From an optimization exercise on the open Yosys and OpenROAD flow, aimed at small area and a short achievable clock period; shortcuts taken in it are not production practice.
RTL that was checked went through simulation tests only; none was proved equivalent to the original.
The RTL of runs 4 to 7 was laid out without a check of its function.
No activity file was given, so power comes from the tool's default toggle rates.

===== flow/config.mk =====
export PLATFORM = sky130hd
export DESIGN_NAME = float_addsub
export DESIGN_NICKNAME = float_addsub
export VERILOG_FILES = /design/flow/design.v
export SDC_FILE = /design/flow/constraint.sdc
export NUM_CORES = 4
export LEC_CHECK = 0
export CAP_MARGIN = 20
export CORE_MARGIN = 2
export CORE_UTILIZATION = 40
export CTS_BUF_LIST = sky130_fd_sc_hd__clkbuf_16
export CTS_CLUSTER_DIAMETER = 100
export CTS_CLUSTER_SIZE = 30
export SETUP_SLACK_MARGIN = 1.8
export SLEW_MARGIN = 20

===== flow/constraint.sdc =====
create_clock -name core_clock -period 4.0 [get_ports {clk}]
set_input_delay 0.8000 -clock core_clock [delete_from_list [all_inputs] [get_ports {clk}]]
set_output_delay 0.8000 -clock core_clock [all_outputs]
set_load 0.01 [all_outputs]

===== flow/design.v =====
module ks_sum #(parameter N = 25, parameter L = 5) (
	input  wire [N-1:0] g,
	input  wire [N-1:0] p,
	input  wire         cin,
	output wire [N-1:0] s
);
	wire [N-1:0] gg [0:L];
	wire [N-1:0] pp [0:L];
	assign gg[0] = g;
	assign pp[0] = p;
	genvar k, i;
	generate
		for (k = 0; k < L; k = k + 1) begin : lvl
			for (i = 0; i < N; i = i + 1) begin : bit_
				if (i >= (1 << k)) begin : comb
					assign gg[k+1][i] = gg[k][i] | (pp[k][i] & gg[k][i - (1 << k)]);
					assign pp[k+1][i] = pp[k][i] & pp[k][i - (1 << k)];
				end else begin : pass
					assign gg[k+1][i] = gg[k][i];
					assign pp[k+1][i] = pp[k][i];
				end
			end
		end
	endgenerate
	assign s = p ^ {gg[L][N-2:0], cin};
endmodule
module ks_add #(parameter N = 8, parameter L = 3) (
	input  wire [N-1:0] a,
	input  wire [N-1:0] b,
	input  wire         cin,
	output wire [N-1:0] s,
	output wire         cout
);
	wire [N-1:0] p = a ^ b;
	wire [N-1:0] g [0:L];
	wire [N-1:0] q [0:L];
	assign g[0] = {(a[N-1:1] & b[N-1:1]), (a[0] & b[0]) | (p[0] & cin)};
	assign q[0] = p;
	genvar k, i;
	generate
		for (k = 0; k < L; k = k + 1) begin : lvl
			for (i = 0; i < N; i = i + 1) begin : bit_
				if (i >= (1 << k)) begin : comb
					assign g[k+1][i] = g[k][i] | (q[k][i] & g[k][i - (1 << k)]);
					assign q[k+1][i] = q[k][i] & q[k][i - (1 << k)];
				end else begin : pass
					assign g[k+1][i] = g[k][i];
					assign q[k+1][i] = q[k][i];
				end
			end
		end
	endgenerate
	assign s = p ^ {g[L][N-2:0], cin};
	assign cout = g[L][N-1];
endmodule
module lzc25(
	input  wire [24:0] v,
	output wire [4:0]  n
);
	wire [31:0] x = {v, 7'h7f};
	wire [15:0] z1;             
	wire [15:0] c1;             
	genvar i;
	generate
		for (i = 0; i < 16; i = i + 1) begin : l1
			assign z1[i] = ~(x[2*i+1] | x[2*i]);
			assign c1[i] = ~x[2*i+1];
		end
	endgenerate
	wire [7:0] z2;
	wire [1:0] c2 [0:7];
	generate
		for (i = 0; i < 8; i = i + 1) begin : l2
			assign z2[i] = z1[2*i+1] & z1[2*i];
			assign c2[i] = z1[2*i+1] ? {1'b1, c1[2*i]} : {1'b0, c1[2*i+1]};
		end
	endgenerate
	wire [3:0] z3;
	wire [2:0] c3 [0:3];
	generate
		for (i = 0; i < 4; i = i + 1) begin : l3
			assign z3[i] = z2[2*i+1] & z2[2*i];
			assign c3[i] = z2[2*i+1] ? {1'b1, c2[2*i]} : {1'b0, c2[2*i+1]};
		end
	endgenerate
	wire [1:0] z4;
	wire [3:0] c4 [0:1];
	generate
		for (i = 0; i < 2; i = i + 1) begin : l4
			assign z4[i] = z3[2*i+1] & z3[2*i];
			assign c4[i] = z3[2*i+1] ? {1'b1, c3[2*i]} : {1'b0, c3[2*i+1]};
		end
	endgenerate
	assign n = z4[1] ? {1'b1, c4[0]} : {1'b0, c4[1]};
endmodule
module float_addsub(
	input wire clk,
	input wire [31:0] v1,
	input wire [31:0] v2,
	input wire op,
	output wire [31:0] vres
);
	wire        s1 = v1[31];
	wire        s2 = v2[31] ^ op;
	wire [7:0]  e1 = v1[30:23];
	wire [7:0]  e2 = v2[30:23];
	wire        sub = s1 ^ s2;
	wire [30:0] bg = v1[30:0] & ~v2[30:0];
	wire [30:0] be = ~(v1[30:0] ^ v2[30:0]);
	function automatic [1:0] cmpc(input [1:0] hi, input [1:0] lo);  
		cmpc = {hi[1] | (hi[0] & lo[1]), hi[0] & lo[0]};
	endfunction
	function automatic [1:0] cmp8(input [7:0] g, input [7:0] e);
		reg [1:0] a0, a1, a2, a3, b0, b1;
		begin
			a0 = cmpc({g[1], e[1]}, {g[0], e[0]});
			a1 = cmpc({g[3], e[3]}, {g[2], e[2]});
			a2 = cmpc({g[5], e[5]}, {g[4], e[4]});
			a3 = cmpc({g[7], e[7]}, {g[6], e[6]});
			b0 = cmpc(a1, a0);
			b1 = cmpc(a3, a2);
			cmp8 = cmpc(b1, b0);
		end
	endfunction
	wire [1:0] ce  = cmp8(bg[30:23], be[30:23]);
	wire [1:0] cf2 = cmp8(bg[22:15], be[22:15]);
	wire [1:0] cf1 = cmp8(bg[14:7], be[14:7]);
	wire [1:0] cf0 = cmp8({bg[6:0], 1'b0}, {be[6:0], 1'b1});
	wire [1:0] cf  = cmpc(cf2, cmpc(cf1, cf0));
	wire        gt = ce[1] | (ce[0] & cf[1]);    
	wire        eq = ce[0] & cf[0];
	wire [7:0]  d12, d21;
	wire        c12, c21;
	ks_add #(8, 3) ad12(.a(e1), .b(~e2), .cin(1'b1), .s(d12), .cout(c12));
	ks_add #(8, 3) ad21(.a(e2), .b(~e1), .cin(1'b1), .s(d21), .cout(c21));
	wire        ez = (e1 == 8'd0) | (e2 == 8'd0);      
	wire        bz = (e1 == 8'd0) & (e2 == 8'd0);      
	reg         r1_s, r1_sub, r1_bz, r1_gt, r1_ez;
	reg  [7:0]  r1_e;
	reg  [22:0] r1_f1, r1_f2;
	reg  [7:0]  r1_d12, r1_d21;
	reg         r1_c12;
	always @(posedge clk) begin
		r1_s    <= (gt ? s1 : s2) & ~(eq & sub);
		r1_sub  <= sub;
		r1_bz   <= bz;
		r1_gt   <= gt;
		r1_e    <= ce[1] ? e1 : e2;
		r1_f1   <= v1[22:0];
		r1_f2   <= v2[22:0];
		r1_ez   <= ez;
		r1_d12  <= d12;                     
		r1_d21  <= d21;                     
		r1_c12  <= c12;                     
	end
	wire [7:0]  d = r1_c12 ? r1_d12 : r1_d21;         
	wire        far = r1_ez | (d[7:5] != 3'd0) | (d[4:3] == 2'b11);
	wire [22:0] fb = r1_gt ? r1_f1 : r1_f2;
	wire [23:0] x0 = {1'b1, r1_gt ? r1_f2 : r1_f1};
	wire [23:0] x1 = d[4] ? {16'b0, x0[23:16]} : x0;
	wire [23:0] x2 = d[3] ? {8'b0, x1[23:8]} : x1;
	reg         r2_s, r2_sub, r2_hb;
	reg  [7:0]  r2_e;
	reg  [22:0] r2_fb;
	reg  [23:0] r2_x;
	reg  [2:0]  r2_sh;
	always @(posedge clk) begin
		r2_s    <= r1_s;
		r2_sub  <= r1_sub;
		r2_hb   <= ~r1_bz;                       
		r2_e    <= r1_e + 8'd1;
		r2_fb   <= fb & {23{~r1_bz}};
		r2_x    <= x2 & {24{~far}};
		r2_sh   <= d[2:0];
	end
	wire [23:0] x3 = r2_sh[2] ? {4'b0, x2_r[23:4]} : x2_r;
	wire [23:0] x2_r = r2_x;
	wire [23:0] x4 = r2_sh[1] ? {2'b0, x3[23:2]} : x3;
	wire [23:0] x5 = r2_sh[0] ? {1'b0, x4[23:1]} : x4;
	wire [24:0] opa = {1'b0, r2_hb, r2_fb};
	wire [24:0] opb = {r2_sub, x5 ^ {24{r2_sub}}};
	wire [24:0] gen = {opa[24:1] & opb[24:1], (opa[0] & opb[0]) | ((opa[0] ^ opb[0]) & r2_sub)};
	wire [24:0] pro = opa ^ opb;
	reg         r3_s, r3_cin;
	reg  [7:0]  r3_e;
	reg  [24:0] r3_g, r3_p;
	always @(posedge clk) begin
		r3_s    <= r2_s;
		r3_cin  <= r2_sub;
		r3_e    <= r2_e;
		r3_g    <= gen;
		r3_p    <= pro;
	end
	wire [24:0] sum;
	ks_sum #(25, 5) addm(.g(r3_g), .p(r3_p), .cin(r3_cin), .s(sum));
	reg         r4_s;
	reg  [7:0]  r4_e;
	reg  [24:0] r4_r;
	always @(posedge clk) begin
		r4_s    <= r3_s;
		r4_e    <= r3_e;
		r4_r    <= sum;
	end
	wire [4:0] lz;
	lzc25 lzm(.v(r4_r), .n(lz));
	reg         r5_s;
	reg  [7:0]  r5_e;
	reg  [24:0] r5_r;
	reg  [4:0]  r5_lz;
	always @(posedge clk) begin
		r5_s    <= r4_s;
		r5_e    <= r4_e;
		r5_r    <= r4_r;
		r5_lz   <= lz;
	end
	wire [24:0] n0 = r5_lz[4] ? {r5_r[8:0], 16'b0} : r5_r;
	wire [24:0] n1 = r5_lz[3] ? {n0[16:0], 8'b0} : n0;
	wire [24:0] n2 = r5_lz[2] ? {n1[20:0], 4'b0} : n1;
	wire [24:0] n3 = r5_lz[1] ? {n2[22:0], 2'b0} : n2;
	wire [24:0] n4 = r5_lz[0] ? {n3[23:0], 1'b0} : n3;
	wire [7:0]  ne = (r5_lz == 5'd25) ? 8'd0 : r5_e - {3'b0, r5_lz};
	reg  [31:0] r6, r7;
	always @(posedge clk) begin
		r6 <= {r5_s, ne, n4[23:1]};
		r7 <= r6;
	end
	assign vres = r7;
endmodule

===== flow/flow/run.sh =====
#!/bin/bash
set -euo pipefail
export BUFFER_PORTS_ARGS="-buffer_cell sky130_fd_sc_hd__buf_1"
bash standard.sh > standard_flow.log 2>&1

===== flow/standard.sh =====
#!/bin/bash
# synth_recipe.tcl (not shown) runs the flow's synth.tcl, then flattens the netlist and writes it again
# the make line also repeats each setting of config.mk as NAME=value (left out here)
make -C /OpenROAD-flow-scripts/flow DESIGN_CONFIG=/design/flow/config.mk WORK_HOME=/design/flow/orfs CLKGATE_MAP_FILE= SYNTH_SCRIPT=/design/flow/synth_recipe.tcl "${@:-finish}"

==> flow_metrics.py, run 1 <==
metrics = {
    "floorplanning": {
        "die_w_um": 183,
        "num_rows": 65,
        "initial_core_util_pct": 40.6,
        "coreArea_um2": 31600,
        "io_pins": 98,
        "die_y_um": 183,
        "dieArea_um2": 33500,
    },
    "worst_setup_path": {
        "path_cells": "buf_1, inv_1, ha_1, fa_1, nor2b_1, o21ai_0, nand2b_1, a21o_1, a21oi_1, xnor2_1",
        "crit_start": "v1[23]",
        "r2r_slack_ns": 1.92,
        "crit_type": "in2reg",
        "r2r_start": "r3_p[1]",
        "crit_family": "adder cells",
        "arrival_ns": 2.51,
        "cp-start-kind": "primary input",
        "critPathMaxStageDelay_ns": 0.42,
        "cp_max_fo": 5,
        "end_kind": "register",
        "worst-path-buf-inv": 2,
        "worst_ep_required_time_ns": 4.41,
        "cp_slowest_cell": "fa_1",
    },
    "finish": {
        "final_util_pct": 44.9,
        "nets": 1451,
        "synthToLayoutAreaGrowth_pct": 10.6,
        "drive_gt1_share_pct": 8.98,
        "stdcell_count": 1716,
        "antenna_cells": 0,
    },
    "synthesis": {
        "yosys.area.top_type": "dfxtp_1",
        "synth_most_common_cell": "dfxtp_1",
        "ys_ff_latch": 330,
        "ys.flop_type": "dfxtp_1",
        "yosys_warnings": 4,
        "synth_top_area_share_pct": 51.5,
        "syn_avg_cell_area_um2": 10.4,
        "synth-edff-count": 0,
        "synth_nets": 1368,
        "syn_area_um2": 12800,
        "synth-async-reset-ratio_pct": 0,
        "synth.distinct_cells": 59,
        "synthCells": 1230,
        "synthTopCellsByArea": "dfxtp_1, mux2i_1, ha_1",
        "synth_common_cells": "dfxtp_1, nor2_1, mux2i_1, nand2_1, ha_1",
        "synth_seq_area_share_pct": 51.5,
    },
    "global_route": {
        "grt_pass1_wl_um": 40300,
        "grt_overflow": 0,
        "grt_pass1_vias": 8060,
        "antenna_found_initial": 0,
        "track_usage_pct": 14.8,
        "grt_max_degree": 38,
    },
    "sta": {
        "setup_violations": 0,
        "worst_slack_ns": 1.90,
        "finalHoldViolations": 0,
        "worst_slew_pin_slew_ns": 0.901,
        "skew_ns": 0.0234,
        "finalSetupTns_ns": 0,
        "fin_crit_sh_pct": 52.6,
        "rsz0062_at_grt": "true",
        "max_freq_ghz": 0.476,
        "slew_viol_final": 0,
        "period_minus_slack_ns": 2.10,
        "maxSlewHeadroom_pct": 39.9,
    },
    "detailed_routing": {
        "wl_per_cell_um": 14.8,
        "dr_total_vias": 8390,
        "first_pass_iters": 4,
        "totalWireLength_um": 25400,
        "drt-initial-drc-count": 365,
        "drc": 0,
        "ant_nets": 0,
        "avgViaCountPerCell": 4.89,
    },
    "place": {
        "numPortBuffers": 97,
        "post-place-ws_ns": 0.991,
        "dp_hpwl_um": 19700,
        "finalWeightedCongestion": 0.892,
        "dp_cells": 1689,
    },
    "worst_hold_path": {
        "hp-class": "reg2reg",
        "hold_start": "r3_e[5]",
    },
    "power_and_ir_drop": {
        "p_per_area_nw_per_um2": 666,
        "ir_drop_mv": 0.325,
        "p_total_mw": 9.44,
        "p_leak_nw": 6.03,
    },
    "cts": {
        "cts_num_sinks": 330,
        "cts_buffers": 15,
        "clock_latency_ns": 0.51,
        "path_clk_slew_ns": 0.11,
        "hold_buffers": 0,
        "cts_root_buf": "clkbuf_16",
        "cts_tree": "built",
        "cts_buffer_depth": 3,
        "htree_levels": 1,
    },
    "status": {
        "outcome": "complete, no violations",
    },
    "flow_run": {
        "drv_cap": 0,
    },
}
==> sequential cells by signal (all words and copies together) (netlist names), 24 cells and up <==
register  flops
r6           32
r7           32
r4_r         25
r2_x         24
r3_g         24
r3_p         24
r5_r         24
==> cells in the final DEF, fill, tap and decap left out, types with 42 or more instances in the layout <==
cell type	synthesis	layout
a21oi_1	66	63
buf_1	5	95
dfxtp_1	330	323
ha_1	69	67
inv_1	64	63
mux2i_1	93	91
nand2_1	75	75
nor2_1	112	112
o21ai_0	44	42
xnor2_1	45	45
==> where the power goes <==
part	internal [mW]	switching, mW	total (mW)
Sequential	4.29	0.712	5.00
Combinational	1.26	1.49	2.74
Clock	0.706	0.996	1.70
Total	6.25	3.20	9.44
==> timing repair <==
| action | 4_1_cts | 5_1_grt |
|---|---|---|
| setup endpoints to repair | 51 | 14 |
| pin swaps | 3 | 7 |
| resized for setup | 19 | 16 |
| buffers inserted | 3 | 6 |
==> final cells by class <==
type                       count  area [µm²]
fill                        3068       17400
sequential                   330        6620
multi-input combinational    783        5850
timing repair buffer         115         522
tap                          402         503
clock buffer                  15         375
inverter                      68         259
clock inverter                 3        47.5
==> worst register-to-register path, cell delays in order, from the launching register on <==
cell      delay [ns]
dfxtp_2         0.34
ha_1            0.20
o211ai_1        0.26
a21oi_2         0.12
o41ai_2         0.21
buf_4           0.18
a31oi_2         0.13
o21ai_2         0.24
mux2i_1         0.19
o21ai_1         0.09
==> metrics by stage <==
step	hold slack [ns]	area, µm²
2_1_floorplan	0.310	12900
3_3_place_gp	0.312	13600
3_5_place_dp	0.312	13600
4_1_cts	0.336	14100
5_1_grt	0.339	14200
6_report	0.336	14200
==> cells by family after synthesis <==
family / after synthesis / synth area share (%)
AOI/OAI and AO/OA: 225 / 11.1
xor gates and xnor gates: 70 / 4.78
adders and majority gates: 72 / 7.20
buffers and inverters: 117 / 3.73
DFF: 330 / 51.5
muxes: 130 / 11.5
and+or+nand+nor: 286 / 10.1
==> routing by layer <==
metal / wire, µm / up-vias / part of all wire, % / global-route usage, %
met5: 0 / - / 0 / 0
met4: 561 / 0 / 2.2 / 4.03
met3: 858 / 32 / 3.4 / 1.75
met2: 12600 / 174 / 50 / 27.1
met1: 11400 / 3793 / 45 / 18.3
li1: - / 4391 / - / -
==> worst paths after layout <==
check	cells after the start	end
max	10	r1_d12[6]
min	0	r4_e[5]
max reg2reg	9	r4_r[24]
min reg2reg	0	r4_e[5]
==> run 2: changes to the inputs <==
--- a/flow/config.mk
+++ b/flow/config.mk
@@ -11,5 +11,5 @@
 export CTS_BUF_LIST = sky130_fd_sc_hd__clkbuf_16
 export CTS_CLUSTER_DIAMETER = 100
 export CTS_CLUSTER_SIZE = 30
-export SETUP_SLACK_MARGIN = 1.8
+export SETUP_SLACK_MARGIN = 1.95
 export SLEW_MARGIN = 20
==> flow_metrics.py, run 2 <==
metrics = {
    "global_route": {
        "grt_pass1_vias": 8352,
        "antenna_found_initial": 0,
        "track_usage_pct": 15.1,
        "grt_pass1_wl_um": 41100,
        "grt_max_degree": 37,
        "grt_overflow": 0,
    },
    "sta": {
        "setup_violations": 0,
        "worst_slack_ns": 1.99,
        "max_freq_ghz": 0.497,
        "skew_ns": 0.0318,
        "period_minus_slack_ns": 2.01,
        "maxSlewHeadroom_pct": 36.8,
        "rsz0062_at_grt": "true",
        "worst_slew_pin_slew_ns": 0.946,
        "finalSetupTns_ns": 0,
        "slew_viol_final": 0,
        "holdWs_ns": 0.333,
        "fin_crit_sh_pct": 50.3,
        "finalHoldViolations": 0,
    },
    "synthesis": {
        "synth_seq_area_share_pct": 51.5,
        "ys_ff_latch": 330,
        "yosys_warnings": 4,
        "synth-edff-count": 0,
        "ys.flop_type": "dfxtp_1",
        "synthCells": 1230,
        "yosys.area.top_type": "dfxtp_1",
        "synth.distinct_cells": 59,
        "synth_top_area_share_pct": 51.5,
        "synth_common_cells": "dfxtp_1, nor2_1, mux2i_1, nand2_1, ha_1",
        "synth-async-reset-ratio_pct": 0,
        "syn_area_um2": 12800,
        "synthTopCellsByArea": "dfxtp_1, mux2i_1, ha_1",
        "synth_most_common_cell": "dfxtp_1",
        "synth_nets": 1368,
        "syn_avg_cell_area_um2": 10.4,
    },
    "detailed_routing": {
        "dr_total_vias": 8496,
        "drc": 0,
        "wl_per_cell_um": 15.0,
        "ant_nets": 0,
        "avgViaCountPerCell": 4.94,
        "totalWireLength_um": 25700,
        "first_pass_iters": 4,
        "drt-initial-drc-count": 351,
    },
    "power_and_ir_drop": {
        "ir_drop_mv": 0.349,
        "p_per_area_nw_per_um2": 661,
        "p_leak_nw": 6.06,
    },
    "worst_setup_path": {
        "worst_ep_required_time_ns": 4.40,
        "r2r-end": "r4_r[24]",
        "r2r_start": "r3_g[0]",
        "cp_max_fo": 3,
        "r2r_cells": 9,
        "r2r_slack_ns": 1.99,
        "end_kind": "register",
        "crit_type": "reg2reg",
        "arrival_ns": 2.41,
        "cp-start-kind": "register",
    },
    "finish": {
        "mostFrequentLayoutCells": "dfxtp_1, nor2_1, mux2i_1",
        "nets": 1453,
        "largestRegisters": "r6 (32), r7 (32), r4_r (25)",
        "stdcell_count": 1719,
        "antenna_cells": 0,
        "drive_gt1_share_pct": 11.8,
        "synthToLayoutAreaGrowth_pct": 12.5,
        "final_common_cell": "dfxtp_1",
    },
    "cts": {
        "cts_root_buf": "clkbuf_16",
        "clock_latency_ns": 0.51,
        "path_clk_slew_ns": 0.10,
        "cts_tree": "built",
        "cts_num_sinks": 330,
        "cts_buffers": 15,
        "hold_buffers": 0,
        "cts_buffer_depth": 3,
        "htree_levels": 1,
    },
    "place": {
        "numPortBuffers": 97,
        "post-place-ws_ns": 1.16,
        "dp_hpwl_um": 19900,
        "dp_cells": 1688,
        "finalWeightedCongestion": 0.928,
    },
    "status": {
        "outcome": "complete, no violations",
    },
    "worst_hold_path": {
        "min_to": "r3_e[4]",
        "hold_start": "r2_e[4]",
        "hold_depth": 0,
        "hp-class": "reg2reg",
    },
    "floorplanning": {
        "initial_core_util_pct": 40.6,
        "coreArea_um2": 31600,
        "dieArea_um2": 33500,
        "die_w_um": 183,
        "die_y_um": 183,
        "num_rows": 65,
        "io_pins": 98,
    },
    "flow_run": {
        "drv_cap": 0,
    },
}
## run 2: worst max-delay path by stage
| stage | startpoint | to | slack (ns) | depth (start not counted) |
|---|---|---|---|---|
| floorplan | v2[28] | r1_s | 1.79 | 8 |
| global placement | v1[24] | r1_s | 1.21 | 9 |
| detailed placement | v1[24] | r1_s | 1.16 | 9 |
| CTS | r3_g[0] | r4_r[24] | 1.86 | 9 |
| global route | r3_g[0] | r4_r[24] | 1.85 | 9 |
| finish | r3_g[0] | r4_r[24] | 1.99 | 9 |
## run 2: area by class of cell
class	instances	area [µm²]
clock inverter	4	50.0
tap	402	503
timing repair buffer	117	581
fill	3018	17100
sequential	330	6630
clock buffer	15	375
multi-input combinational	783	5990
inverter	68	284
## run 2: kinds of logic (layout without fill, tap and decap cells)
| kind of cell | count (synthesis) | after routing | synth area share [%] |
|---|---|---|---|
| AO/OA/AOI/OAI | 225 | 225 | 11.1 |
| buffers and inverters | 117 | 204 | 3.73 |
| adder cells (fa/ha/maj) | 72 | 72 | 7.20 |
| flip-flops | 330 | 330 | 51.5 |
| AND/OR/NAND/NOR | 286 | 286 | 10.1 |
| multiplexers | 130 | 130 | 11.5 |
| XOR/XNOR | 70 | 70 | 4.78 |
## run 2: layer usage
layer	global-route usage, %	vias up	share of wire, %
met4	4.96	0	2.8
met1	18.3	3905	44
met5	0	-	0
met3	1.83	54	2.9
met2	27.6	150	50
li1	-	4387	-
## run 2: per-stage QoR
stage / power, mW / utilization, % / area, µm²
CTS: 9.52 / 44.9 / 14200
global route: 10.2 / 45.7 / 14400
floorplan: 6.95 / - / 12900
global placement: 7.74 / 43.1 / 13600
detailed placement: 7.77 / 43.1 / 13600
finish: 9.53 / 45.7 / 14400
## run 2: worst max-delay path, stage by stage (launching register included)
cell	delay, ns
dfxtp_2	0.34
ha_2	0.17
o211ai_1	0.23
a21oi_2	0.12
o41ai_2	0.22
buf_4	0.19
a31oi_4	0.10
o21ai_2	0.23
mux2i_1	0.21
o21ai_1	0.09
## run 2: report_power, final
part	leakage, nW	internal [mW]	switching (mW)
Sequential	2.77	4.29	0.729
Combinational	3.08	1.30	1.52
Clock	0.203	0.705	0.975
Total	6.06	6.30	3.23
## run 2: repair_timing
action / 4_1_cts / 5_1_grt
setup buffers: 6 / 5
endpoints found under the setup margin: 85 / 37
pin swaps: 7 / 15
gates cloned: 0 / 1
gates resized for setup: 26 / 43
==> run 3: changes to the inputs <==
==> flow/config.mk (replaced) <==
export PLATFORM = sky130hd
export DESIGN_NAME = float_addsub
export DESIGN_NICKNAME = float_addsub
export VERILOG_FILES = /design/flow/design.v
export SDC_FILE = /design/flow/constraint.sdc
export NUM_CORES = 4
export LEC_CHECK = 0
export CAP_MARGIN = 0
export CORE_MARGIN = 2
export CORE_UTILIZATION = 40
export CTS_BUF_LIST = sky130_fd_sc_hd__clkbuf_16
export CTS_CLUSTER_DIAMETER = 100
export CTS_CLUSTER_SIZE = 30
export SETUP_SLACK_MARGIN = 1.9
export SLEW_MARGIN = 0
==> flow_metrics.py, run 3 <==
metrics = {
    "worst_setup_path": {
        "r2r_slack_ns": 2.00,
        "worst_ep_required_time_ns": 4.40,
        "r2r-end": "r6[30]",
        "arrival_ns": 2.40,
        "r2r_cells": 10,
        "crit_type": "reg2reg",
        "cp_max_fo": 19,
        "end_kind": "register",
        "cp-start-kind": "register",
        "r2r_start": "r5_lz[1]",
    },
    "finish": {
        "largestRegisters": "r6 (32), r7 (32), r4_r (25)",
        "mostFrequentLayoutCells": "dfxtp_1, nor2_1, buf_1",
        "synthToLayoutAreaGrowth_pct": 12.5,
        "stdcell_count": 1721,
        "nets": 1456,
        "final_util_pct": 45.7,
        "antenna_cells": 0,
        "drive_gt1_share_pct": 10.3,
        "stdcell_area_um2": 14400,
        "final_common_cell": "dfxtp_1",
    },
    "detailed_routing": {
        "dr_total_vias": 8397,
        "ant_nets": 0,
        "drt-initial-drc-count": 399,
        "totalWireLength_um": 25300,
        "first_pass_iters": 4,
        "drc": 0,
        "wl_per_cell_um": 14.7,
        "avgViaCountPerCell": 4.88,
    },
    "power_and_ir_drop": {
        "internal_power_mw": 6.40,
        "pwr-share-clk_pct": 18.2,
        "ir_drop_mv": 0.329,
        "p_per_area_nw_per_um2": 669,
        "power_switching_mw": 3.23,
        "power_frac_comb_pct": 30.0,
        "p_total_mw": 9.64,
        "switching_share_pct": 33.6,
        "p_leak_nw": 6.11,
        "p_seq_share_pct": 51.8,
    },
    "worst_hold_path": {
        "hold_start": "r4_e[1]",
        "hold_depth": 0,
        "min_to": "r5_e[1]",
        "hp-class": "reg2reg",
    },
    "synthesis": {
        "synth-edff-count": 0,
        "synth_common_cells": "dfxtp_1, nor2_1, mux2i_1, nand2_1, ha_1",
        "ys.flop_type": "dfxtp_1",
        "synth.distinct_cells": 59,
        "synth_seq_area_share_pct": 51.5,
        "yosys.area.top_type": "dfxtp_1",
        "synth_nets": 1368,
        "syn_area_um2": 12800,
        "yosys_warnings": 4,
        "synth_top_area_share_pct": 51.5,
        "synth_most_common_cell": "dfxtp_1",
        "syn_avg_cell_area_um2": 10.4,
        "synthCells": 1230,
        "synthTopCellsByArea": "dfxtp_1, mux2i_1, ha_1",
        "ys_ff_latch": 330,
        "synth-async-reset-ratio_pct": 0,
    },
    "global_route": {
        "antenna_found_initial": 0,
        "grt_max_degree": 33,
        "grt_pass1_vias": 8211,
        "grt_overflow": 0,
        "track_usage_pct": 15.0,
        "grt_pass1_wl_um": 40800,
    },
    "sta": {
        "slew_viol_final": 0,
        "skew_ns": 0.0433,
        "rsz0062_at_grt": "true",
        "worst_slew_pin_slew_ns": 0.916,
        "finalSetupTns_ns": 0,
        "maxSlewHeadroom_pct": 38.9,
        "period_minus_slack_ns": 2.00,
        "setup_violations": 0,
        "max_freq_ghz": 0.501,
        "fin_crit_sh_pct": 49.9,
        "finalHoldViolations": 0,
        "worst_slack_ns": 2.00,
        "holdWs_ns": 0.331,
    },
    "place": {
        "post-place-ws_ns": 1.12,
        "numPortBuffers": 97,
        "dp_cells": 1689,
        "finalWeightedCongestion": 0.906,
        "placed_cell_area_um2": 13600,
        "dp_hpwl_um": 19700,
    },
    "cts": {
        "path_clk_slew_ns": 0.10,
        "cts_num_sinks": 330,
        "cts_buffer_depth": 3,
        "cts_root_buf": "clkbuf_16",
        "hold_buffers": 0,
        "htree_levels": 1,
        "cts_buffers": 15,
        "clock_latency_ns": 0.51,
        "cts_tree": "built",
    },
    "floorplanning": {
        "coreArea_um2": 31600,
        "initial_core_util_pct": 40.6,
        "die_y_um": 183,
        "die_w_um": 183,
        "dieArea_um2": 33500,
        "io_pins": 98,
        "num_rows": 65,
    },
    "status": {
        "outcome": "complete, no violations",
    },
    "flow_run": {
        "drv_cap": 0,
    },
}
run 3: layout make-up:
type	instances	area, µm²
clock buffer	15	375
clock inverter	3	68.8
fill	3026	17100
inverter	68	280
multi-input combinational	783	5950
sequential	330	6620
tap	402	503
timing repair buffer	120	612
run 3: kinds of logic (layout without fill, tap and decap cells):
| family | count (synthesis) | in the layout | share of synthesized area, % |
|---|---|---|---|
| multiplexers | 130 | 130 | 11.5 |
| adder cells (fa/ha/maj) | 72 | 72 | 7.20 |
| buffers and inverters | 117 | 206 | 3.73 |
| flip-flops | 330 | 330 | 51.5 |
| AO/OA/AOI/OAI | 225 | 225 | 11.1 |
| AND/OR/NAND/NOR | 286 | 286 | 10.1 |
| XOR/XNOR | 70 | 70 | 4.78 |
run 3: how the worst max path moves through the flow:
stage | endpoint | slack (ns) | startpoint
floorplan | r1_s | 1.79 | v2[28]
global placement | r1_s | 1.19 | v2[22]
detailed placement | r1_s | 1.12 | v2[22]
CTS | r6[30] | 1.84 | r5_lz[1]
global route | r6[30] | 1.84 | r5_lz[1]
finish | r6[30] | 2.00 | r5_lz[1]
run 3: repair_timing:
action / CTS / global route
pin swaps: 7 / 9
resized for setup: 37 / 15
buffers inserted: 6 / 6
endpoints found under the setup margin: 81 / 21
cloned: 1 / 1
run 3: layer usage:
layer / global-route usage, % / vias up / wire, µm
li1: - / 4401 / -
met1: 18.0 / 3792 / 11100
met2: 27.3 / 160 / 12600
met3: 1.97 / 44 / 862
met4: 5.31 / 0 / 740
met5: 0 / - / 0
run 3: power by group through the flow:
stage	registers, mW	clock network [mW]	logic [mW]
after global routing	5.12	1.94	3.26
after global placement	5.05	0	2.69
final	4.99	1.75	2.89
after detailed placement	5.06	0	2.71
after CTS	4.99	1.81	2.84
after floorplan	4.84	0	2.11
run 3: worst max-delay path, stage by stage (launching register included):
cell	delay, ns
dfxtp_2	0.39
buf_12	0.17
inv_4	0.07
ha_1	0.26
nor2b_1	0.13
o21ai_1	0.15
a21oi_1	0.10
o21ai_1	0.18
nor4b_4	0.24
xnor2_1	0.14
nor2_1	0.05
==> run 4: changes to the inputs <==
--- a/flow/design.v
+++ b/flow/design.v
@@ -135,13 +135,14 @@
 	ks_add #(8, 3) ad21(.a(e2), .b(~e1), .cin(1'b1), .s(d21), .cout(c21));
 	wire        ez = (e1 == 8'd0) | (e2 == 8'd0);      
 	wire        bz = (e1 == 8'd0) & (e2 == 8'd0);      
-	reg         r1_s, r1_sub, r1_bz, r1_gt, r1_ez;
+	reg         r1_s1, r1_eqs, r1_sub, r1_bz, r1_gt, r1_ez;
 	reg  [7:0]  r1_e;
 	reg  [22:0] r1_f1, r1_f2;
 	reg  [7:0]  r1_d12, r1_d21;
 	reg         r1_c12;
 	always @(posedge clk) begin
-		r1_s    <= (gt ? s1 : s2) & ~(eq & sub);
+		r1_s1   <= s1;
+		r1_eqs  <= eq & sub;                
 		r1_sub  <= sub;
 		r1_bz   <= bz;
 		r1_gt   <= gt;
@@ -165,7 +166,7 @@
 	reg  [23:0] r2_x;
 	reg  [2:0]  r2_sh;
 	always @(posedge clk) begin
-		r2_s    <= r1_s;
+		r2_s    <= (r1_gt ? r1_s1 : r1_s1 ^ r1_sub) & ~r1_eqs;
 		r2_sub  <= r1_sub;
 		r2_hb   <= ~r1_bz;                       
 		r2_e    <= r1_e + 8'd1;
@@ -218,11 +219,20 @@
 	wire [24:0] n2 = r5_lz[2] ? {n1[20:0], 4'b0} : n1;
 	wire [24:0] n3 = r5_lz[1] ? {n2[22:0], 2'b0} : n2;
 	wire [24:0] n4 = r5_lz[0] ? {n3[23:0], 1'b0} : n3;
-	wire [7:0]  ne = (r5_lz == 5'd25) ? 8'd0 : r5_e - {3'b0, r5_lz};
-	reg  [31:0] r6, r7;
-	always @(posedge clk) begin
-		r6 <= {r5_s, ne, n4[23:1]};
-		r7 <= r6;
+	reg         r6_s;
+	reg  [7:0]  r6_e;
+	reg  [4:0]  r6_lz;
+	reg  [22:0] r6_f;
+	always @(posedge clk) begin
+		r6_s    <= r5_s;
+		r6_e    <= r5_e;
+		r6_lz   <= r5_lz;
+		r6_f    <= n4[23:1];
+	end
+	wire [7:0]  ne = (r6_lz == 5'd25) ? 8'd0 : r6_e - {3'b0, r6_lz};
+	reg  [31:0] r7;
+	always @(posedge clk) begin
+		r7 <= {r6_s, ne, r6_f};
 	end
 	assign vres = r7;
 endmodule
==> flow/flow/run.sh (replaced) <==
#!/bin/bash
set -euo pipefail
export BUFFER_PORTS_ARGS="-buffer_cell sky130_fd_sc_hd__buf_2"
bash standard.sh > standard_flow.log 2>&1
--- a/flow/config.mk
+++ b/flow/config.mk
@@ -5,11 +5,11 @@
 export SDC_FILE = /design/flow/constraint.sdc
 export NUM_CORES = 4
 export LEC_CHECK = 0
-export CAP_MARGIN = 0
+export CAP_MARGIN = 20
 export CORE_MARGIN = 2
 export CORE_UTILIZATION = 40
 export CTS_BUF_LIST = sky130_fd_sc_hd__clkbuf_16
 export CTS_CLUSTER_DIAMETER = 100
 export CTS_CLUSTER_SIZE = 30
 export SETUP_SLACK_MARGIN = 1.9
-export SLEW_MARGIN = 0
+export SLEW_MARGIN = 20
==> flow_metrics.py, run 4 <==
metrics = {
    "finish": {
        "synthToLayoutAreaGrowth_pct": 11.1,
        "antenna_cells": 0,
        "nets": 1446,
        "mostFrequentLayoutCells": "dfxtp_1, nor2_1, buf_2",
        "drive_gt1_share_pct": 15.4,
        "fillers": 3010,
        "final_common_cell": "dfxtp_1",
        "largest_reg_flops": 32,
        "largestRegisters": "r7 (32), r4_r (25)",
        "top_register": "r7",
    },
    "sta": {
        "finalSetupTns_ns": 0,
        "rsz0062_at_grt": "true",
        "max_freq_ghz": 0.450,
        "period_minus_slack_ns": 2.22,
        "worst_slew_pin_slew_ns": 0.976,
        "setup_violations": 0,
        "maxSlewHeadroom_pct": 34.9,
        "finalHoldViolations": 0,
        "fin_crit_sh_pct": 55.5,
        "slew_viol_final": 0,
        "skew_ns": 0.0273,
        "holdWs_ns": 0.333,
        "worst_slack_ns": 1.78,
    },
    "cts": {
        "htree_levels": 1,
        "cts_tree": "built",
        "cts_buffer_depth": 3,
        "cts_buffers": 15,
        "path_clk_slew_ns": 0.11,
        "cts_root_buf": "clkbuf_16",
        "clock_latency_ns": 0.51,
        "cts_num_sinks": 336,
    },
    "worst_setup_path": {
        "worst_ep_required_time_ns": 4.36,
        "end_kind": "register",
        "crit_start": "r3_g[0]",
        "r2r_cells": 9,
        "cp-start-kind": "register",
        "cp_max_fo": 3,
        "arrival_ns": 2.58,
        "endpoint": "r4_r[24]",
        "r2r_start": "r3_g[0]",
        "crit_type": "reg2reg",
        "r2r-end": "r4_r[24]",
        "r2r_slack_ns": 1.78,
    },
    "synthesis": {
        "synth-async-reset-ratio_pct": 0,
        "synth.distinct_cells": 61,
        "synth_nets": 1363,
        "synth_top_area_share_pct": 52.1,
        "ys_ff_latch": 336,
        "synth_common_cells": "dfxtp_1, nor2_1, mux2i_1, inv_1, ha_1",
        "syn_avg_cell_area_um2": 10.5,
        "synthTopCellsByArea": "dfxtp_1, mux2i_1, ha_1",
        "syn_area_um2": 12900,
        "synth_seq_area_share_pct": 52.1,
        "ys.flop_type": "dfxtp_1",
        "yosys_warnings": 4,
        "yosys.area.top_type": "dfxtp_1",
        "synth_most_common_cell": "dfxtp_1",
        "synth-edff-count": 0,
        "synthCells": 1225,
    },
    "flow_run": {
        "drv_cap": 0,
    },
    "place": {
        "dp_hpwl_um": 18700,
        "post-place-ws_ns": 1.38,
        "numPortBuffers": 97,
        "finalWeightedCongestion": 0.889,
    },
    "floorplanning": {
        "num_rows": 65,
        "initial_core_util_pct": 40.8,
        "dieArea_um2": 33700,
        "io_pins": 98,
        "die_y_um": 184,
        "coreArea_um2": 31600,
        "die_w_um": 184,
    },
    "power_and_ir_drop": {
        "internal_power_mw": 6.39,
        "pwr-share-clk_pct": 17.7,
        "switching_share_pct": 32.3,
        "p_seq_share_pct": 53.6,
        "p_per_area_nw_per_um2": 659,
        "p_leak_nw": 6.28,
        "p_total_mw": 9.45,
        "power_switching_mw": 3.06,
        "power_frac_comb_pct": 28.7,
        "ir_drop_mv": 0.303,
    },
    "detailed_routing": {
        "avgViaCountPerCell": 4.81,
        "first_pass_iters": 5,
        "ant_nets": 0,
        "drt-initial-drc-count": 422,
        "drc": 0,
        "totalWireLength_um": 23900,
        "dr_total_vias": 8230,
        "wl_per_cell_um": 14.0,
    },
    "global_route": {
        "track_usage_pct": 14.0,
        "antenna_found_initial": 0,
        "grt_overflow": 0,
        "grt_pass1_vias": 7917,
        "grt_max_degree": 36,
        "grt_pass1_wl_um": 38800,
    },
    "worst_hold_path": {
        "hp-class": "reg2reg",
    },
    "status": {
        "outcome": "complete, no violations",
    },
}
-- run 4: cell count changes in the layout (fill, tap and decap cells not counted), moves of 5 or more --
cell,change
buf_1,-94
buf_2,+95
nand2_1,-11
nand2b_1,+6
o21ai_1,-6
o21bai_1,+5
inv_1,+10
a21o_1,-6
dfxtp_1,+8
o21ai_0,+8
nand3_1,-5
nor2_2,-5
-- run 4: cell type report --
| class | instances | area (µm²) | area share [%] |
|---|---|---|---|
| Multi-Input combinational cell | 770 | 5820 | 40.5 |
| Inverter | 73 | 274 | 1.91 |
| Sequential cell | 336 | 6740 | 47.0 |
| Timing Repair Buffer | 112 | 602 | 4.20 |
| Clock inverter | 2 | 32.5 | 0.227 |
| Tap cell | 402 | 503 | 3.51 |
| Clock buffer | 15 | 375 | 2.62 |
-- run 4: cell families (layout without fill, tap and decap cells) --
| family | Yosys count | count (layout) | synth area share [%] |
|---|---|---|---|
| XOR/XNOR | 69 | 69 | 4.68 |
| AO/OA/AOI/OAI | 225 | 225 | 11.1 |
| AND/OR/NAND/NOR | 275 | 275 | 9.77 |
| multiplexers | 129 | 129 | 11.6 |
| flip-flops | 336 | 336 | 52.1 |
| buffers and inverters | 119 | 202 | 3.62 |
| adder cells (fa/ha/maj) | 72 | 72 | 7.15 |
-- run 4: critical path, cell delays in order, from the launching register on --
cell	delay [ns]
dfxtp_2	0.36
ha_4	0.15
o211ai_1	0.22
a21oi_2	0.11
o211a_1	0.27
o211ai_1	0.31
nand3_1	0.16
a31oi_1	0.20
o21bai_1	0.12
xor2_1	0.17
-- run 4: power by group through the flow --
stage / Combinational [mW] / Sequential (mW) / Clock (mW)
global placement: 2.63 / 5.13 / 0
finish: 2.71 / 5.06 / 1.68
global route: 3.09 / 5.20 / 1.84
floorplan: 2.10 / 4.91 / 0
detailed placement: 2.66 / 5.15 / 0
CTS: 2.69 / 5.07 / 1.75
-- run 4: worst min path at each step --
stage	from	to	slack (ns)	depth (start not counted)
final	r6_f[2]	r7[2]	0.33	0
after global routing	r1_d21[0]	r2_sh[0]	0.33	0
after floorplan	r1_d21[0]	r2_sh[0]	0.31	0
after detailed placement	r2_e[7]	r3_e[7]	0.31	0
after CTS	r1_d21[0]	r2_sh[0]	0.33	0
after global placement	r6_f[14]	r7[14]	0.31	0
-- run 4: per-stage QoR --
step	instance area, µm²	instances	utilization (%)
final	14300	1710	45.3
after floorplan	13000	1225	-
after global routing	14300	1710	45.3
after CTS	14300	1706	45.1
after global placement	13800	1687	43.7
after detailed placement	13800	1687	43.7
-- run 4: per-layer routing --
metal | GRT usage (%) | up-vias | wire length [µm]
met3 | 1.94 | 39 | 843
met5 | 0 | - | 0
met4 | 4.64 | 0 | 738
met2 | 24.7 | 158 | 11300
li1 | - | 4351 | -
met1 | 17.7 | 3682 | 11100
-- run 4: timing repair --
item / CTS / global route
hold buffers: 0 / 0
buffers inserted: 2 / 4
endpoints found under the setup margin: 72 / 42
pin swaps: 8 / 16
gates resized for setup: 11 / 8
==> run 5: changes to the inputs <==
--- a/flow/design.v
+++ b/flow/design.v
@@ -52,6 +52,38 @@
 	endgenerate
 	assign s = p ^ {g[L][N-2:0], cin};
 	assign cout = g[L][N-1];
+endmodule
+module ks_absdiff #(parameter N = 8, parameter L = 3) (
+	input  wire [N-1:0] a,
+	input  wire [N-1:0] b,
+	output wire [N-1:0] amb,
+	output wire [N-1:0] bma,
+	output wire         age
+);
+	wire [N-1:0] p = a ^ ~b;
+	wire [N-1:0] g [0:L];
+	wire [N-1:0] q [0:L];
+	assign g[0] = a & ~b;
+	assign q[0] = p;
+	genvar k, i;
+	generate
+		for (k = 0; k < L; k = k + 1) begin : lvl
+			for (i = 0; i < N; i = i + 1) begin : bit_
+				if (i >= (1 << k)) begin : comb
+					assign g[k+1][i] = g[k][i] | (q[k][i] & g[k][i - (1 << k)]);
+					assign q[k+1][i] = q[k][i] & q[k][i - (1 << k)];
+				end else begin : pass
+					assign g[k+1][i] = g[k][i];
+					assign q[k+1][i] = q[k][i];
+				end
+			end
+		end
+	endgenerate
+	wire [N-1:0] c0 = {g[L][N-2:0], 1'b0};                   
+	wire [N-1:0] c1 = {g[L][N-2:0] | q[L][N-2:0], 1'b1};     
+	assign amb = p ^ c1;
+	assign bma = ~(p ^ c0);
+	assign age = g[L][N-1] | q[L][N-1];
 endmodule
 module lzc25(
 	input  wire [24:0] v,
@@ -130,12 +162,10 @@
 	wire        gt = ce[1] | (ce[0] & cf[1]);    
 	wire        eq = ce[0] & cf[0];
 	wire [7:0]  d12, d21;
-	wire        c12, c21;
-	ks_add #(8, 3) ad12(.a(e1), .b(~e2), .cin(1'b1), .s(d12), .cout(c12));
-	ks_add #(8, 3) ad21(.a(e2), .b(~e1), .cin(1'b1), .s(d21), .cout(c21));
+	wire        c12;
+	ks_absdiff #(8, 3) adiff(.a(e1), .b(e2), .amb(d12), .bma(d21), .age(c12));
 	wire        ez = (e1 == 8'd0) | (e2 == 8'd0);      
-	wire        bz = (e1 == 8'd0) & (e2 == 8'd0);      
-	reg         r1_s1, r1_eqs, r1_sub, r1_bz, r1_gt, r1_ez;
+	reg         r1_s1, r1_eqs, r1_sub, r1_gt, r1_ez;
 	reg  [7:0]  r1_e;
 	reg  [22:0] r1_f1, r1_f2;
 	reg  [7:0]  r1_d12, r1_d21;
@@ -144,7 +174,6 @@
 		r1_s1   <= s1;
 		r1_eqs  <= eq & sub;                
 		r1_sub  <= sub;
-		r1_bz   <= bz;
 		r1_gt   <= gt;
 		r1_e    <= ce[1] ? e1 : e2;
 		r1_f1   <= v1[22:0];
@@ -154,6 +183,7 @@
 		r1_d21  <= d21;                     
 		r1_c12  <= c12;                     
 	end
+	wire        bz = (r1_e == 8'd0);                   
 	wire [7:0]  d = r1_c12 ? r1_d12 : r1_d21;         
 	wire        far = r1_ez | (d[7:5] != 3'd0) | (d[4:3] == 2'b11);
 	wire [22:0] fb = r1_gt ? r1_f1 : r1_f2;
@@ -168,9 +198,9 @@
 	always @(posedge clk) begin
 		r2_s    <= (r1_gt ? r1_s1 : r1_s1 ^ r1_sub) & ~r1_eqs;
 		r2_sub  <= r1_sub;
-		r2_hb   <= ~r1_bz;                       
-		r2_e    <= r1_e + 8'd1;
-		r2_fb   <= fb & {23{~r1_bz}};
+		r2_hb   <= ~bz;                          
+		r2_e    <= r1_e;
+		r2_fb   <= fb & {23{~bz}};
 		r2_x    <= x2 & {24{~far}};
 		r2_sh   <= d[2:0];
 	end
@@ -229,7 +259,7 @@
 		r6_lz   <= r5_lz;
 		r6_f    <= n4[23:1];
 	end
-	wire [7:0]  ne = (r6_lz == 5'd25) ? 8'd0 : r6_e - {3'b0, r6_lz};
+	wire [7:0]  ne = (r6_lz == 5'd25) ? 8'd0 : r6_e + 8'd1 - {3'b0, r6_lz};
 	reg  [31:0] r7;
 	always @(posedge clk) begin
 		r7 <= {r6_s, ne, r6_f};
==> flow/flow/run.sh (replaced) <==
#!/bin/bash
set -euo pipefail
export BUFFER_PORTS_ARGS="-buffer_cell sky130_fd_sc_hd__buf_1"
bash standard.sh > standard_flow.log 2>&1
--- a/flow/config.mk
+++ b/flow/config.mk
@@ -7,7 +7,7 @@
 export LEC_CHECK = 0
 export CAP_MARGIN = 20
 export CORE_MARGIN = 2
-export CORE_UTILIZATION = 40
+export CORE_UTILIZATION = 60
 export CTS_BUF_LIST = sky130_fd_sc_hd__clkbuf_16
 export CTS_CLUSTER_DIAMETER = 100
 export CTS_CLUSTER_SIZE = 30
==> flow_metrics.py, run 5 <==
metrics = {
    "worst_setup_path": {
        "worst_ep_required_time_ns": 4.40,
        "r2r_cells": 13,
        "arrival_ns": 2.47,
        "crit_family": "compound AO/OA/AOI/OAI gates",
        "crit_type": "in2reg",
        "end_kind": "register",
        "critPathMaxStageDelay_ns": 0.30,
        "cp-start-kind": "primary input",
        "r2r_start": "r6_e[1]",
        "worst-path-buf-inv": 5,
        "r2r-end": "r7[30]",
        "r2r_slack_ns": 1.94,
        "cp_slowest_cell": "mux2_4",
        "cp_max_fo": 7,
        "path_cells": "buf_12, inv_12, ha_4, inv_4, fa_2, inv_2, a21o_1, a21oi_4, o21ai_2, nor2_2, buf_6, mux2_4",
    },
    "sta": {
        "fin_crit_sh_pct": 51.7,
        "finalSetupTns_ns": 0,
        "skew_ns": 0.0248,
        "slew_viol_final": 0,
        "period_minus_slack_ns": 2.07,
        "maxSlewHeadroom_pct": 33.8,
        "max_freq_ghz": 0.483,
        "worst_slew_pin_slew_ns": 0.993,
        "finalHoldViolations": 0,
        "rsz0062_at_grt": "true",
        "setup_violations": 0,
    },
    "cts": {
        "cts_root_buf": "clkbuf_16",
        "cts_buffer_depth": 3,
        "path_clk_slew_ns": 0.11,
        "cts_buffers": 15,
        "cts_tree": "built",
        "htree_levels": 1,
        "clock_latency_ns": 0.50,
        "hold_buffers": 0,
        "cts_num_sinks": 335,
    },
    "synthesis": {
        "synth_most_common_cell": "dfxtp_1",
        "syn_avg_cell_area_um2": 10.6,
        "synth_top_area_share_pct": 52.0,
        "synth_seq_area_share_pct": 52.0,
        "synth-edff-count": 0,
        "synth-async-reset-ratio_pct": 0,
        "ys.flop_type": "dfxtp_1",
        "yosys_warnings": 4,
        "syn_area_um2": 12900,
        "synth_nets": 1346,
        "synthTopCellsByArea": "dfxtp_1, mux2i_1, ha_1",
        "synth_common_cells": "dfxtp_1, nor2_1, mux2i_1, ha_1, inv_1",
        "synth.distinct_cells": 65,
        "synthCells": 1211,
        "yosys.area.top_type": "dfxtp_1",
        "ys_ff_latch": 335,
    },
    "detailed_routing": {
        "wl_per_cell_um": 14.9,
        "drc": 0,
        "avgViaCountPerCell": 5.29,
        "totalWireLength_um": 23300,
        "drt-initial-drc-count": 226,
        "first_pass_iters": 4,
        "ant_nets": 0,
        "dr_total_vias": 8280,
    },
    "place": {
        "dp_hpwl_um": 18100,
        "finalWeightedCongestion": 0.886,
        "numPortBuffers": 97,
    },
    "worst_hold_path": {
        "hold_depth": 0,
        "min_to": "r6_e[3]",
        "hp-class": "reg2reg",
        "hold_start": "r5_e[3]",
    },
    "finish": {
        "synthToLayoutAreaGrowth_pct": 9.25,
        "final_common_cell": "dfxtp_1",
        "top_register": "r7",
        "final_util_pct": 67.0,
        "mostFrequentLayoutCells": "dfxtp_1, nor2_1, mux2i_1",
        "largestRegisters": "r7 (32), r4_r (25)",
        "largest_reg_flops": 32,
        "antenna_cells": 0,
        "fillers": 1710,
        "nets": 1425,
        "drive_gt1_share_pct": 8.69,
    },
    "floorplanning": {
        "num_rows": 53,
        "io_pins": 98,
        "initial_core_util_pct": 61.3,
        "coreArea_um2": 21000,
        "dieArea_um2": 22700,
        "die_w_um": 151,
        "die_y_um": 151,
    },
    "status": {
        "outcome": "complete, no violations",
    },
    "global_route": {
        "grt_pass1_vias": 8000,
        "grt_max_degree": 37,
        "antenna_found_initial": 0,
        "grt_pass1_wl_um": 38700,
        "grt_overflow": 0,
        "track_usage_pct": 21.1,
    },
    "power_and_ir_drop": {
        "p_leak_nw": 6.02,
        "ir_drop_mv": 0.378,
        "p_per_area_nw_per_um2": 660,
    },
    "flow_run": {
        "drv_cap": 0,
    },
}
-- run 5: cell count changes in the layout (fill, tap and decap cells not counted), sizes merged, moves of 7 or more --
cell	delta
nand2b	-9
a21oi	-9
nand2	-7
mux2i	+19
inv	-11
nor3	+11
-- run 5: how the worst max path moves through the flow --
stage	from	endpoint	slack, ns	cells after the start
2_1_floorplan	v2[23]	r1_e[3]	1.54	11
3_3_place_gp	v2[23]	r1_e[2]	1.03	12
3_5_place_dp	v2[23]	r1_e[2]	0.97	12
4_1_cts	r6_e[1]	r7[30]	1.90	13
5_1_grt	r6_e[1]	r7[30]	1.80	13
6_report	v2[23]	r1_e[5]	1.93	12
-- run 5: cell type report --
type,instances,area [µm²],share of cell area [%]
Timing Repair Buffer,115,532,3.78
Timing Repair inverter,1,5.00,0.0355
Multi-Input combinational cell,758,5820,41.3
Sequential cell,335,6720,47.7
Clock inverter,1,30.0,0.213
Tap cell,275,344,2.44
Inverter,64,259,1.84
Clock buffer,15,375,2.67
-- run 5: kinds of logic after synthesis --
kind of cell | Yosys count | share of synthesized area (%)
xor gates and xnor gates | 70 | 4.76
AOI/OAI and AO/OA | 207 | 10.4
muxes | 149 | 13.0
buffers and inverters | 118 | 3.80
DFF | 335 | 52.0
adders and majority gates | 69 | 6.81
and+or+nand+nor | 263 | 9.16
-- run 5: through the flow --
step | instances | setup slack, ns | power (mW) | area (µm²) | hold WS [ns]
4_1_cts | 1559 | 1.90 | 9.34 | 14000 | 0.334
3_5_place_dp | 1541 | 0.971 | 7.67 | 13500 | 0.312
6_report | 1564 | 1.93 | 9.30 | 14100 | 0.329
2_1_floorplan | 1211 | 1.54 | 6.92 | 13000 | 0.310
5_1_grt | 1564 | 1.80 | 9.97 | 14100 | 0.339
3_3_place_gp | 1541 | 1.03 | 7.62 | 13500 | 0.310
-- run 5: worst reg2reg max path: stages, from the launching register on --
cell	delay [ns]
dfxtp_1	0.33
inv_1	0.05
ha_1	0.28
inv_1	0.06
ha_2	0.16
inv_1	0.05
fa_2	0.34
nor2b_2	0.14
o21ai_1	0.07
nand2b_1	0.10
a21o_1	0.13
a21oi_1	0.07
xnor2_1	0.14
nor2_1	0.05
-- run 5: routing by layer --
metal,GRT usage [%],vias up,part of all wire [%],wire (µm)
li1,-,4341,-,-
met1,25.1,3738,43,9960
met2,39.2,150,51,11800
met3,2.58,51,2.9,676
met4,7.15,0,3.6,828
met5,0,-,0,0
-- run 5: what timing repair did --
action                     CTS  global route
gates cloned                 0             1
setup endpoints to repair   62            50
pin swaps                    3            10
gates resized for setup     13            30
buffers inserted             2             4
-- run 5: power by group --
part	total, mW	switching, mW	internal, mW
logic	2.70	1.44	1.26
registers	4.94	0.651	4.28
clock network	1.66	0.968	0.695
==> run 6: changes to the inputs <==
--- a/flow/config.mk
+++ b/flow/config.mk
@@ -11,5 +11,6 @@
 export CTS_BUF_LIST = sky130_fd_sc_hd__clkbuf_16
 export CTS_CLUSTER_DIAMETER = 100
 export CTS_CLUSTER_SIZE = 30
+export PLACE_DENSITY = 0.72
 export SETUP_SLACK_MARGIN = 1.9
 export SLEW_MARGIN = 20
==> flow_metrics.py, run 6 <==
metrics = {
    "finish": {
        "top_register": "r7",
        "antenna_cells": 0,
        "nets": 1428,
        "stdcell_count": 1568,
        "mostFrequentLayoutCells": "dfxtp_1, nor2_1, mux2i_1",
        "fillers": 1667,
        "final_common_cell": "dfxtp_1",
        "regArea_um2": 6730,
        "synthToLayoutAreaGrowth_pct": 9.68,
        "largest_reg_flops": 32,
        "largestRegisters": "r7 (32), r4_r (25)",
        "final_util_pct": 67.3,
        "multi_input_area_um2": 5850,
        "drive_gt1_share_pct": 9.44,
    },
    "power_and_ir_drop": {
        "pwr-share-clk_pct": 17.7,
        "p_leak_nw": 6.03,
        "power_switching_mw": 3.08,
        "power_frac_comb_pct": 29.3,
        "p_per_area_nw_per_um2": 662,
        "internal_power_mw": 6.28,
        "ir_drop_mv": 0.381,
        "switching_share_pct": 32.9,
        "p_seq_share_pct": 53.0,
    },
    "sta": {
        "setup_violations": 0,
        "max_freq_ghz": 0.489,
        "fin_crit_sh_pct": 51.1,
        "slew_viol_final": 0,
        "maxSlewHeadroom_pct": 53.1,
        "period_minus_slack_ns": 2.05,
        "finalSetupTns_ns": 0,
        "worst_slack_ns": 1.95,
        "finalHoldViolations": 0,
        "worst_slew_pin_slew_ns": 0.698,
        "skew_ns": 0.0274,
        "rsz0062_at_grt": "true",
    },
    "floorplanning": {
        "initial_core_util_pct": 61.3,
        "coreArea_um2": 21000,
        "io_pins": 98,
        "dieArea_um2": 22700,
        "die_w_um": 151,
        "die_y_um": 151,
        "num_rows": 53,
    },
    "synthesis": {
        "synth-edff-count": 0,
        "synth.distinct_cells": 65,
        "syn_avg_cell_area_um2": 10.6,
        "ys_ff_latch": 335,
        "syn_area_um2": 12900,
        "synth_top_area_share_pct": 52.0,
        "synth_most_common_cell": "dfxtp_1",
        "synth-async-reset-ratio_pct": 0,
        "synthTopCellsByArea": "dfxtp_1, mux2i_1, ha_1",
        "synth_common_cells": "dfxtp_1, nor2_1, mux2i_1, ha_1, inv_1",
        "synthCells": 1211,
        "ys.flop_type": "dfxtp_1",
        "synth_seq_area_share_pct": 52.0,
        "yosys_warnings": 4,
        "synth_nets": 1346,
        "yosys.area.top_type": "dfxtp_1",
    },
    "cts": {
        "cts_root_buf": "clkbuf_16",
        "cts_buffer_depth": 3,
        "htree_levels": 1,
        "cts_buffers": 15,
        "cts_num_sinks": 335,
        "clock_latency_ns": 0.50,
        "hold_buffers": 0,
        "path_clk_slew_ns": 0.11,
        "cts_tree": "built",
    },
    "place": {
        "post-place-ws_ns": 0.997,
        "dp_cells": 1541,
        "dp_hpwl_um": 17800,
        "finalWeightedCongestion": 0.905,
        "numPortBuffers": 97,
    },
    "detailed_routing": {
        "first_pass_iters": 4,
        "dr_total_vias": 8387,
        "wl_per_cell_um": 14.7,
        "avgViaCountPerCell": 5.35,
        "drt-initial-drc-count": 288,
        "ant_nets": 0,
        "drc": 0,
        "totalWireLength_um": 23100,
    },
    "worst_setup_path": {
        "r2r_start": "r6_lz[1]",
        "path_cells": "buf_1, inv_1, ha_1, nor2b_1, o21ai_0, o21ai_1, nor2_2, buf_6, mux2_2",
        "r2r-end": "r7[30]",
        "crit_type": "in2reg",
        "crit_start": "v2[29]",
        "cp_slowest_cell": "ha_1",
        "cp_max_fo": 7,
        "cp-start-kind": "primary input",
        "end_kind": "register",
        "r2r_slack_ns": 1.98,
        "critPathMaxStageDelay_ns": 0.38,
        "r2r_cells": 12,
        "arrival_ns": 2.45,
        "endpoint": "r1_e[2]",
        "worst_ep_required_time_ns": 4.40,
    },
    "global_route": {
        "grt_pass1_wl_um": 37600,
        "grt_overflow": 0,
        "antenna_found_initial": 0,
        "grt_pass1_vias": 8055,
        "track_usage_pct": 20.5,
        "grt_max_degree": 32,
    },
    "status": {
        "outcome": "complete, no violations",
    },
    "flow_run": {
        "drv_cap": 0,
    },
    "worst_hold_path": {
        "hp-class": "reg2reg",
    },
}
[run 6: cell counts after synthesis]
No cell type changed its count.
[run 6: critical path: cells and delay by family]
| kind | cells | cell delay (ns) |
|---|---|---|
| AOI/OAI and AO/OA | 2 | 0.25 |
| adders and majority gates | 1 | 0.38 |
| buffers and inverters | 3 | 0.36 |
| muxes | 1 | 0.33 |
| and+or+nand+nor | 2 | 0.33 |
[run 6: area by class of cell]
type,instances,area share [%]
clock buffer,15,2.66
clock inverter,2,0.274
inverter,64,1.81
multi-input combinational,758,41.4
sequential,335,47.6
tap,275,2.43
timing repair buffer,119,3.86
[run 6: cell families after synthesis]
kind of cell | count (synthesis) | synth area share (%)
AND/OR/NAND/NOR | 263 | 9.16
XOR/XNOR | 70 | 4.76
AO/OA/AOI/OAI | 207 | 10.4
buffers and inverters | 118 | 3.80
flip-flops | 335 | 52.0
multiplexers | 149 | 13.0
adder cells (fa/ha/maj) | 69 | 6.81
[run 6: routing by layer]
layer	wire length (µm)	track usage, %	up-vias
met5	0	0	-
met4	706	8.04	0
met3	669	2.33	49
met2	11800	38.0	156
met1	9900	24.2	3831
li1	-	-	4351
[run 6: power by group through the flow]
stage | Combinational [mW] | Sequential, mW | Clock, mW
floorplan | 2.11 | 4.81 | 0
global placement | 2.59 | 5.01 | 0
detailed placement | 2.63 | 5.03 | 0
CTS | 2.69 | 4.95 | 1.72
global route | 3.10 | 5.09 | 1.84
finish | 2.74 | 4.96 | 1.66
[run 6: per-stage QoR]
| step | power, mW | hold WS [ns] | cell area, µm² |
|---|---|---|---|
| after floorplan | 6.92 | 0.310 | 13000 |
| after global placement | 7.60 | 0.310 | 13500 |
| after detailed placement | 7.66 | 0.312 | 13500 |
| after CTS | 9.36 | 0.334 | 14000 |
| after global routing | 10.0 | 0.332 | 14100 |
| final | 9.36 | 0.332 | 14100 |
[run 6: how the worst min path moves through the flow]
| stage | start | endpoint | slack (ns) | cells past startpoint |
|---|---|---|---|---|
| after floorplan | r2_e[0] | r3_e[0] | 0.31 | 0 |
| after global placement | r6_f[3] | r7[3] | 0.31 | 0 |
| after detailed placement | r4_e[0] | r5_e[0] | 0.31 | 0 |
| after CTS | r3_e[5] | r4_e[5] | 0.33 | 0 |
| after global routing | r6_f[14] | r7[14] | 0.33 | 0 |
| final | r3_e[5] | r4_e[5] | 0.33 | 0 |
[run 6: repair_timing]
| item | CTS | global route |
|---|---|---|
| setup endpoints to repair | 67 | 54 |
| gates cloned | 0 | 0 |
| buffers inserted | 7 | 3 |
| gates resized for setup | 14 | 27 |
| pin swaps | 3 | 12 |
==> run 7: changes to the inputs <==
--- a/flow/config.mk
+++ b/flow/config.mk
@@ -5,12 +5,12 @@
 export SDC_FILE = /design/flow/constraint.sdc
 export NUM_CORES = 4
 export LEC_CHECK = 0
+export ABC_CLOCK_PERIOD_IN_PS = 1500
 export CAP_MARGIN = 20
 export CORE_MARGIN = 2
 export CORE_UTILIZATION = 60
 export CTS_BUF_LIST = sky130_fd_sc_hd__clkbuf_16
 export CTS_CLUSTER_DIAMETER = 100
 export CTS_CLUSTER_SIZE = 30
-export PLACE_DENSITY = 0.72
 export SETUP_SLACK_MARGIN = 1.9
 export SLEW_MARGIN = 20
==> flow_metrics.py, run 7 <==
metrics = {
    "synthesis": {
        "synthTopCellsByArea": "dfxtp_1, mux2i_1, ha_1",
        "synth-async-reset-ratio_pct": 0,
        "yosys_warnings": 4,
        "synthCells": 1211,
        "ys.flop_type": "dfxtp_1",
        "ys_ff_latch": 335,
        "synth_top_area_share_pct": 52.0,
        "yosys.area.top_type": "dfxtp_1",
        "synth_most_common_cell": "dfxtp_1",
        "synth_nets": 1346,
        "synth.distinct_cells": 65,
        "synth_common_cells": "dfxtp_1, nor2_1, mux2i_1, ha_1, inv_1",
        "synth-edff-count": 0,
        "syn_area_um2": 12900,
        "synth_seq_area_share_pct": 52.0,
        "syn_avg_cell_area_um2": 10.6,
    },
    "sta": {
        "finalSetupTns_ns": 0,
        "maxSlewHeadroom_pct": 33.8,
        "period_minus_slack_ns": 2.07,
        "worst_slew_pin_slew_ns": 0.993,
        "finalHoldViolations": 0,
        "rsz0062_at_grt": "true",
        "setup_violations": 0,
        "fin_crit_sh_pct": 51.7,
        "slew_viol_final": 0,
        "max_freq_ghz": 0.483,
        "skew_ns": 0.0248,
    },
    "cts": {
        "cts_num_sinks": 335,
        "clock_latency_ns": 0.50,
        "cts_buffers": 15,
        "cts_buffer_depth": 3,
        "path_clk_slew_ns": 0.11,
        "cts_root_buf": "clkbuf_16",
        "cts_tree": "built",
        "htree_levels": 1,
    },
    "detailed_routing": {
        "drt-initial-drc-count": 226,
        "wl_per_cell_um": 14.9,
        "avgViaCountPerCell": 5.29,
        "first_pass_iters": 4,
        "totalWireLength_um": 23300,
        "dr_total_vias": 8280,
        "ant_nets": 0,
        "drc": 0,
    },
    "finish": {
        "antenna_cells": 0,
        "nets": 1425,
        "largestRegisters": "r7 (32), r4_r (25)",
        "mostFrequentLayoutCells": "dfxtp_1, nor2_1, mux2i_1",
        "synthToLayoutAreaGrowth_pct": 9.25,
        "drive_gt1_share_pct": 8.69,
        "largest_reg_flops": 32,
        "top_register": "r7",
        "final_common_cell": "dfxtp_1",
        "stdcell_area_um2": 14100,
    },
    "global_route": {
        "grt_pass1_wl_um": 38700,
        "track_usage_pct": 21.1,
        "grt_overflow": 0,
        "antenna_found_initial": 0,
        "grt_max_degree": 37,
        "grt_pass1_vias": 8000,
    },
    "power_and_ir_drop": {
        "ir_drop_mv": 0.378,
        "p_leak_nw": 6.02,
        "p_per_area_nw_per_um2": 660,
    },
    "worst_setup_path": {
        "worst_ep_required_time_ns": 4.40,
        "end_kind": "register",
        "cp-start-kind": "primary input",
        "crit_type": "in2reg",
        "cp_max_fo": 7,
        "arrival_ns": 2.47,
    },
    "floorplanning": {
        "io_pins": 98,
        "die_y_um": 151,
        "initial_core_util_pct": 61.3,
        "coreArea_um2": 21000,
        "num_rows": 53,
        "die_w_um": 151,
        "dieArea_um2": 22700,
    },
    "place": {
        "placed_cell_area_um2": 13500,
        "dp_hpwl_um": 18100,
        "numPortBuffers": 97,
        "finalWeightedCongestion": 0.886,
    },
    "worst_hold_path": {
        "hp-class": "reg2reg",
    },
    "flow_run": {
        "drv_cap": 0,
    },
    "status": {
        "outcome": "complete, no violations",
    },
}
[run 7: cell counts after synthesis]
Identical to the previous run, type by type.
[run 7: per-stage QoR]
| step | power (mW) | hold slack (ns) | utilization (%) | std cells | setup slack (ns) |
|---|---|---|---|---|---|
| finish | 9.30 | 0.329 | 67.0 | 1564 | 1.93 |
| global route | 9.97 | 0.339 | 67.0 | 1564 | 1.80 |
| CTS | 9.34 | 0.334 | 66.4 | 1559 | 1.90 |
| detailed placement | 7.67 | 0.312 | 64.3 | 1541 | 0.971 |
| global placement | 7.62 | 0.310 | 64.2 | 1541 | 1.03 |
| floorplan | 6.92 | 0.310 | - | 1211 | 1.54 |
[run 7: worst paths after layout]
check                                to  slack [ns]  cells after the start    start
worst max register to register   r7[30]        1.94                     13  r6_e[1]
worst min register to register  r6_e[3]        0.33                      0  r5_e[3]
worst max-delay path            r1_e[5]        1.93                     12   v2[23]
worst min-delay path            r6_e[3]        0.33                      0  r5_e[3]
[run 7: cell families (layout without fill, tap and decap cells)]
logic type / after synthesis / count (layout) / synth area share [%]
multiplexers: 149 / 149 / 13.0
flip-flops: 335 / 335 / 52.0
AO/OA/AOI/OAI: 207 / 207 / 10.4
XOR/XNOR: 70 / 70 / 4.76
adder cells (fa/ha/maj): 69 / 69 / 6.81
buffers and inverters: 118 / 196 / 3.80
AND/OR/NAND/NOR: 263 / 263 / 9.16
[run 7: timing repair]
action,CTS,global route
endpoints found under the setup margin,62,50
hold buffers,0,0
endpoints found under the hold margin,0,0
pin swaps,3,10
cloned,0,1
setup buffers,2,4
gates resized for setup,13,30
[run 7: power by group]
part           switching, mW  total [mW]  internal, mW
Clock                  0.968        1.66         0.695
Combinational           1.44        2.70          1.26
Sequential             0.651        4.94          4.28
[run 7: final cells by class]
cell class                      count  area (µm²)
Clock inverter                      1        30.0
Clock buffer                       15         375
Sequential cell                   335        6720
Timing Repair Buffer              115         532
Tap cell                          275         344
Multi-Input combinational cell    758        5820
Inverter                           64         259
Fill cell                        1710        6940
Timing Repair inverter              1        5.00
[run 7: layer usage]
layer	GRT usage, %	wire length, µm	vias up
met5	0	0	-
met4	7.15	828	0
met3	2.58	676	51
met2	39.2	11800	150
met1	25.1	9960	3738
li1	-	-	4341
[run 7: critical path, stage by stage]
cell and delay [ns]:
buf_12 0.10, inv_12 0.03, ha_4 0.15, inv_4 0.05
fa_2 0.22, inv_2 0.04, a21o_1 0.19, a21oi_4 0.20
o21ai_2 0.08, nor2_2 0.14, buf_6 0.16, mux2_4 0.30

separate check: timing with driven ports:
The results above use ideal ports. As a check the final layouts listed here were re-extracted and re-timed, cells and wires unchanged.
Step 1 sets driving cells, clkbuf_16 on the clock port and buf_2 on the other inputs (assumed; they add their load-dependent delay and slew).
Step 2, shift: input delay + t, output delay - t, t = (earliest + latest rising clock arrival at the registers) / 2. This alone moves slack from input paths to output paths.
Slacks: no drivers / after step 1 / after step 2; pairs: no drivers / after step 1.
| run | shift t [ns] | slack for setup (ns) |
|---|---|---|
| run 1 | 0.550 | 1.898 / 1.919 / 1.372 |
| run 2 | 0.538 | 1.989 / 1.989 / 1.518 |
| run 3 | 0.544 | 2.003 / 2.003 / 1.497 |
| run 4 | 0.534 | 1.779 / 1.779 / 1.564 |
| run 5 | 0.536 | 1.931 / 1.915 / 1.379 |
| run 6 | 0.538 | 1.955 / 1.963 / 1.426 |
| run 7 | 0.536 | 1.931 / 1.915 / 1.379 |
After both steps every run listed still meets setup and hold.
